Context: an optimization exercise on an open-source flow, tuned for small area and a short achievable clock period. The choices shown serve that exercise and are no tape-out recipe.
In this exercise RTL edits were held to simulation tests only and were not proved equivalent to the original.

## flow/design.v

```verilog
module fft008(
              fo_000,fo_001,fo_002,fo_003,fo_004,fo_005,fo_006,fo_007,
              xi_000,xi_001,xi_002,xi_003,xi_004,xi_005,xi_006,xi_007,
              Wi000,Wi001,Wi002,Wi003,ck,rst,vi,vo);
    input ck;
    input rst, vi;
    output reg vo;
    reg v_x;
    always @(posedge ck) begin
        if (rst) begin
            v_x <= 1'b0;
            vo  <= 1'b0;
        end else begin
            v_x <= vi;
            vo  <= v_x;
        end
    end
    output [31:0]
                  fo_000,fo_001,fo_002,fo_003,fo_004,fo_005,fo_006,fo_007;
    input [31:0]
                 xi_000,xi_001,xi_002,xi_003,xi_004,xi_005,xi_006,xi_007;
    input [31:0]
                 Wi000,Wi001,Wi002,Wi003;
    reg [31:0]
               x_000,x_001,x_002,x_003,x_004,x_005,x_006,x_007;
    reg [31:0]
               W000,W001,W002,W003;
    reg [31:0]
               fo_000,fo_001,fo_002,fo_003,fo_004,fo_005,fo_006,fo_007;
    wire [31:0]
                f_000,f_001,f_002,f_003,f_004,f_005,f_006,f_007;
    wire [31:0]
               x_00_000,x_00_001,x_00_002,x_00_003,x_00_004,x_00_005,x_00_006,x_00_007,
               x_01_000,x_01_001,x_01_002,x_01_003,x_01_004,x_01_005,x_01_006,x_01_007,
               x_02_000,x_02_001,x_02_002,x_02_003,x_02_004,x_02_005,x_02_006,x_02_007,
               x_03_000,x_03_001,x_03_002,x_03_003,x_03_004,x_03_005,x_03_006,x_03_007;
    assign x_00_000 = x_000;
    assign x_00_001 = x_001;
    assign x_00_002 = x_002;
    assign x_00_003 = x_003;
    assign x_00_004 = x_004;
    assign x_00_005 = x_005;
    assign x_00_006 = x_006;
    assign x_00_007 = x_007;
    always @(posedge ck) begin
        x_000 <= xi_000;
        fo_000 <= f_000;
        x_001 <= xi_001;
        fo_001 <= f_001;
        x_002 <= xi_002;
        fo_002 <= f_002;
        x_003 <= xi_003;
        fo_003 <= f_003;
        x_004 <= xi_004;
        fo_004 <= f_004;
        x_005 <= xi_005;
        fo_005 <= f_005;
        x_006 <= xi_006;
        fo_006 <= f_006;
        x_007 <= xi_007;
        fo_007 <= f_007;
        W000 <= Wi000;
        W001 <= Wi001;
        W002 <= Wi002;
        W003 <= Wi003;
    end
    butt2 xx_00_000( .x0(x_00_000), .x1(x_00_004), .y0(x_01_000), .y1(x_01_004), .W(W000) );
    butt2 xx_00_001( .x0(x_00_002), .x1(x_00_006), .y0(x_01_002), .y1(x_01_006), .W(W000) );
    butt2 xx_00_002( .x0(x_00_001), .x1(x_00_005), .y0(x_01_001), .y1(x_01_005), .W(W000) );
    butt2 xx_00_003( .x0(x_00_003), .x1(x_00_007), .y0(x_01_003), .y1(x_01_007), .W(W000) );
    butt2 xx_01_000( .x0(x_01_000), .x1(x_01_002), .y0(x_02_000), .y1(x_02_002), .W(W000) );
    butt2 xx_01_001( .x0(x_01_004), .x1(x_01_006), .y0(x_02_004), .y1(x_02_006), .W(W002) );
    butt2 xx_01_002( .x0(x_01_001), .x1(x_01_003), .y0(x_02_001), .y1(x_02_003), .W(W000) );
    butt2 xx_01_003( .x0(x_01_005), .x1(x_01_007), .y0(x_02_005), .y1(x_02_007), .W(W002) );
    butt2 xx_02_000( .x0(x_02_000), .x1(x_02_001), .y0(x_03_000), .y1(x_03_001), .W(W000) );
    assign f_000 = x_03_000;
    assign f_004 = x_03_001;
    butt2 xx_02_001( .x0(x_02_004), .x1(x_02_005), .y0(x_03_004), .y1(x_03_005), .W(W001) );
    assign f_001 = x_03_004;
    assign f_005 = x_03_005;
    butt2 xx_02_002( .x0(x_02_002), .x1(x_02_003), .y0(x_03_002), .y1(x_03_003), .W(W002) );
    assign f_002 = x_03_002;
    assign f_006 = x_03_003;
    butt2 xx_02_003( .x0(x_02_006), .x1(x_02_007), .y0(x_03_006), .y1(x_03_007), .W(W003) );
    assign f_003 = x_03_006;
    assign f_007 = x_03_007;
endmodule
module butt2(y0,y1,x0,x1,W);
    input [31:0] x0,x1,W;
    output[31:0] y0,y1;
    wire [31:0] x11;
    assign x11 = mulc(x1, W);
    assign y0 = addc( x0, x11 );
    assign y1 = subc( x0, x11 );
    function [31:0] addc;
        input [31:0] a, b;
        reg [15:0] yr, yi;
        begin
            yr = a[31:16] + b[31:16];
            yi = a[15:0] + b[15:0];
            addc = {yr, yi};
        end
    endfunction
    function [31:0] subc;
        input [31:0] a, b;
        reg [15:0] yr, yi;
        begin
            yr = a[31:16] - b[31:16];
            yi = a[15:0] - b[15:0];
            subc = {yr, yi};
        end
    endfunction
    function [31:0] mulc;
        input [31:0] a, b;
        reg [31:0] yr1, yr2, yi1, yi2;
        reg [15:0] ar, ai, br, bi, yyr1, yyr2, yyi1, yyi2, yr, yi;
        begin
            if( a[31] == 0 ) ar = a[31:16]; else ar = ~(a[31:16]-1);
            if( a[15] == 0 ) ai = a[15:0]; else ai = ~(a[15:0]-1);
            if( b[31] == 0 ) br = b[31:16]; else br = ~(b[31:16]-1);
            if( b[15] == 0 ) bi = b[15:0]; else bi = ~(b[15:0]-1);
            yr1 = ar * br;
            yr2 = ai * bi;
            yi1 = ar * bi;
            yi2 = ai * br;
            if( (a[31]^b[31])==0 ) yyr1 = yr1[26:11]; else yyr1 = ~yr1[26:11] + 1;
            if( (a[15]^b[15])==0 ) yyr2 = yr2[26:11]; else yyr2 = ~yr2[26:11] + 1;
            yr = yyr1 - yyr2;
            if( (a[31]^b[15])==0 ) yyi1 = yi1[26:11]; else yyi1 = ~yi1[26:11] + 1;
            if( (a[15]^b[31])==0 ) yyi2 = yi2[26:11]; else yyi2 = ~yi2[26:11] + 1;
            yi = yyi1 + yyi2;
            mulc = {yr, yi};
        end
    endfunction
endmodule
```

## flow/run.sh

```bash
#!/bin/bash
# synth_recipe.tcl (not shown) runs the flow's synth.tcl, then flattens the netlist and writes it again
# the make line also repeats each setting of config.mk as NAME=value (left out here)
make -C /OpenROAD-flow-scripts/flow DESIGN_CONFIG=/design/flow/config.mk WORK_HOME=/design/flow/orfs CLKGATE_MAP_FILE= SYNTH_SCRIPT=/design/flow/synth_recipe.tcl finish
```

## flow/config.mk

```make
export PLATFORM = sky130hd
export DESIGN_NAME = fft008
export DESIGN_NICKNAME = fft008
export VERILOG_FILES = /design/flow/design.v
export SDC_FILE = /design/flow/constraint.sdc
export NUM_CORES = 8
export LEC_CHECK = 0
export CAP_MARGIN = 20
export CORE_MARGIN = 2
export CORE_UTILIZATION = 40
export SLEW_MARGIN = 20
```

## flow/constraint.sdc

```tcl
create_clock -name core_clock -period 40.0 [get_ports {ck}]
set_input_delay 8.0000 -clock core_clock [delete_from_list [all_inputs] [get_ports {ck}]]
set_output_delay 8.0000 -clock core_clock [all_outputs]
set_load 0.01 [all_outputs]
```

==> results.cfg <==
[outcome]
run_status = complete, no violations

[synth]
syn_warnings = 2
syn_avg_cell_area_um2 = 8.23
netlist_area_before_placement_um2 = 431000
netlist-cell-type-count = 125
synth_edf_count = 0
syn_nets = 66500
postSynthCellCount = 52400
dominantRegCellSynth = dfxtp_1
synth-seq-area-share_pct = 2.94
async_reset_ff_share_pct = 0
postSynthRegisterBits = 634

[place]
port-buffer-count = 643
place.detailed.hpwl_um = 1350000
globalplace.congestion = 0.988

[clock_tree]
clk_root_buffer_cell = clkbuf_16
tritoncts.num_buffers = 96
cts_buffer_depth = 4
postCtsSetupBuffers = 0
ctsResizeCount = 0
cts_hold_buffers = 0
tritoncts_num_sinks = 634
clock_tree.htree_level_count = 3
cts_tree = built
clkSlewWorstSetupHoldPaths_ps = 60
clkLatencyLatePin_ps = 980

[final_layout]
fillCellCount = 108000
fin_util_pct = 43.4
finish.net_count = 66300
area.growth.synth_to_final_pct = 8.21
final_cell_mix = 11600 x inv_1, 8951 x fa_1, 7339 x nand2_1
post_route_cells_drive_above_1_share_pct = 4.63
mostFrequentLayoutCell = inv_1

[timing]
worst_pin_slew_ps = 1300
worst_max_slew_margin_expressed_relative_to_the_limit_pct = 13.4
finalCritPeriodShare_pct = 92.8
setup_viol = 0
maxClockFrequency_mhz = 26.9
post-route-min-period_ps = 37130
rsz0062_at_grt = no
finalSetupTns_ps = 0
final_hold_viol_count = 0
finClkSkew_ps = 111
report.final.slew_viol_count = 0

[hold_path]
hold_path.class = reg -> reg

[die]
initial_utilization_pct = 40.1
fp.dieW_um = 1040
core_um2 = 1080000
floorplan.io_pins = 644
dieHeight_um = 1040
fp-row-count = 381
dieArea_um2 = 1090000

[worst_setup_path]
crit_fanout = 38
worst_setup_path_start_kind = flip-flop
worst_setup_path_category = reg -> reg
timing.critical_path.from = W000[16]
r2r-end = fo_005[31]
crit_path_end = fo_005[31]
worstSetupEndpointType = flip-flop
worst-path-stages = 142
reg2reg_setup_slack_ps = 2870
cp_top_family = adder cells
critPathMaxStageDelay_ps = 920
worstRegToRegCells = 142
worst_path_max_delay_cell = xor2_2
critPathBufInv = 14
cp_data_arrival_time_ps = 37870
critical_path.reg2reg.startpoint = W000[16]
crit_required_ps = 40740

[global_route]
grt_util_all_layers_pct = 30.6
via_count_of_the_first_global_routing_pass = 360000
grt-ovfl-total = 0
antenna_violations_before_repair = 146
grt_first_pass_wirelength_um = 2440000
grt_start_max_net_pins = 85

[route]
ant_nets = 0
wirelength_um = 1670000
dr_iter_0_viols = 31800
firstDrtPassIters = 7
post_drt_via_cell_ratio = 5.33
vias = 356000
detail_route.drc_violations = 0
avgRoutedWirePerCell_um = 25.1

[run]
drv_cap = 0
## sequential cells by signal, summed over array words and instances (netlist names), 32 cells and up
name / count
x_000: 32
W003: 32
x_004: 32
W000: 32
x_007: 32
x_002: 32
x_005: 32
W002: 32
x_001: 32
fo_005: 32
x_006: 32
W001: 32
x_003: 32
fo_006: 32
fo_004: 32
fo_007: 32
## worst min path at each step
stage | end | start | slack [ps] | cells past startpoint
floorplan | vo | v_x | 410 | 1
global placement | vo | v_x | 420 | 1
detailed placement | vo | v_x | 440 | 1
CTS | vo | v_x | 450 | 1
global route | vo | v_x | 460 | 1
finish | vo | v_x | 450 | 1
## cells by family after synthesis
family          share of synthesized area [%]
buf+inv                                  12.2
xor+xnor                                 7.58
compound gates                           6.70
fa+ha+maj                                55.4
flops                                    2.94
simple gates                             15.0
mux                                     0.172
## cell usage after synthesis, types with 74 or more instances
master	count	area, µm²
and3_1	101	632
xnor2_1	2328	20400
clkbuf_1	2234	8390
inv_1	11600	43500
o21bai_1	564	4230
buf_1	105	394
nand3_1	206	1030
nor4_1	84	526
ha_1	4768	59700
o22ai_1	74	463
xor2_1	1258	11000
a31oi_1	161	1010
or2_2	93	582
and2_1	382	2390
nor3_1	305	1530
nand2_1	7341	27600
dfxtp_1	634	12700
nand4_1	97	607
a21o_1	600	4500
o21ai_0	652	3260
fa_1	8952	179000
nor2b_1	221	1380
nor2_1	6398	24000
o31ai_1	165	1240
nand2b_1	292	1830
o21a_1	165	1240
a21oi_1	1417	7090
or3_1	139	870
## cell type report
class	instances	area, µm²	share of cell area, %
diodes	163	408	0.0874
clock buffers	115	2580	0.554
clock inverters	59	701	0.150
inverters	11600	43500	9.32
multi-input cells	37800	371000	79.6
flip-flops and latches	634	12700	2.72
well taps	14400	18000	3.85
repair buffers	2060	17400	3.73
## metrics by stage
stage	instance area (µm²)	std cells	hold slack, ps	setup WS, ps
6_report	467000	66800	448	2870
5_1_grt	466000	66700	457	690
4_1_cts	466000	66600	453	2940
3_5_place_dp	463000	66400	437	3190
3_3_place_gp	462000	66400	424	3560
2_1_floorplan	431000	52400	414	7290
## worst reg2reg max path, delay by kind of cell, from the launching register on
family | cells | cell delay, ps
compound gates | 45 | 9240
fa+ha+maj | 26 | 10780
buf+inv | 14 | 2150
xor+xnor | 28 | 8380
simple gates | 29 | 6040
flops | 1 | 350
## per-layer routing
layer / GRT usage [%] / share of wire, % / vias up
li1: - / - / 155000
met1: 38.8 / 38 / 179000
met2: 46.1 / 42 / 18000
met3: 7.97 / 11 / 3785
met4: 20.3 / 8.6 / 86
met5: 0 / 0.035 / -

==> afterwards: timing with drivers on the ports <==
The flow's constraints put no driver on any port. The routed layout listed below was extracted and timed again, unchanged, in two steps. Step 1 (the two cells are an assumption about what drives the block):
set clk [get_ports {ck}]
set_driving_cell -lib_cell sky130_fd_sc_hd__clkbuf_16 $clk
set_driving_cell -lib_cell sky130_fd_sc_hd__buf_2 [delete_from_list [all_inputs] $clk]
Step 2 also shifts input and output timing later by t, the mid clock arrival at the registers, as if the neighbouring blocks saw the same clock. Slacks: no drivers / after step 1 / after step 2; pairs: no drivers / after step 1.
shift t [ns]: 1.093
setup slack, ns: 2.871 / 2.871 / 2.871
clock arrival spread, ns: 0.113 / 0.113
worst data-port slew with drivers (ns): 0.20
cell pins on the clock port's net: 1
After both steps this run still meets setup and hold. For this run, drivers alone change the setup slack by 0.000 ns; drivers and shift together by 0.000 ns.
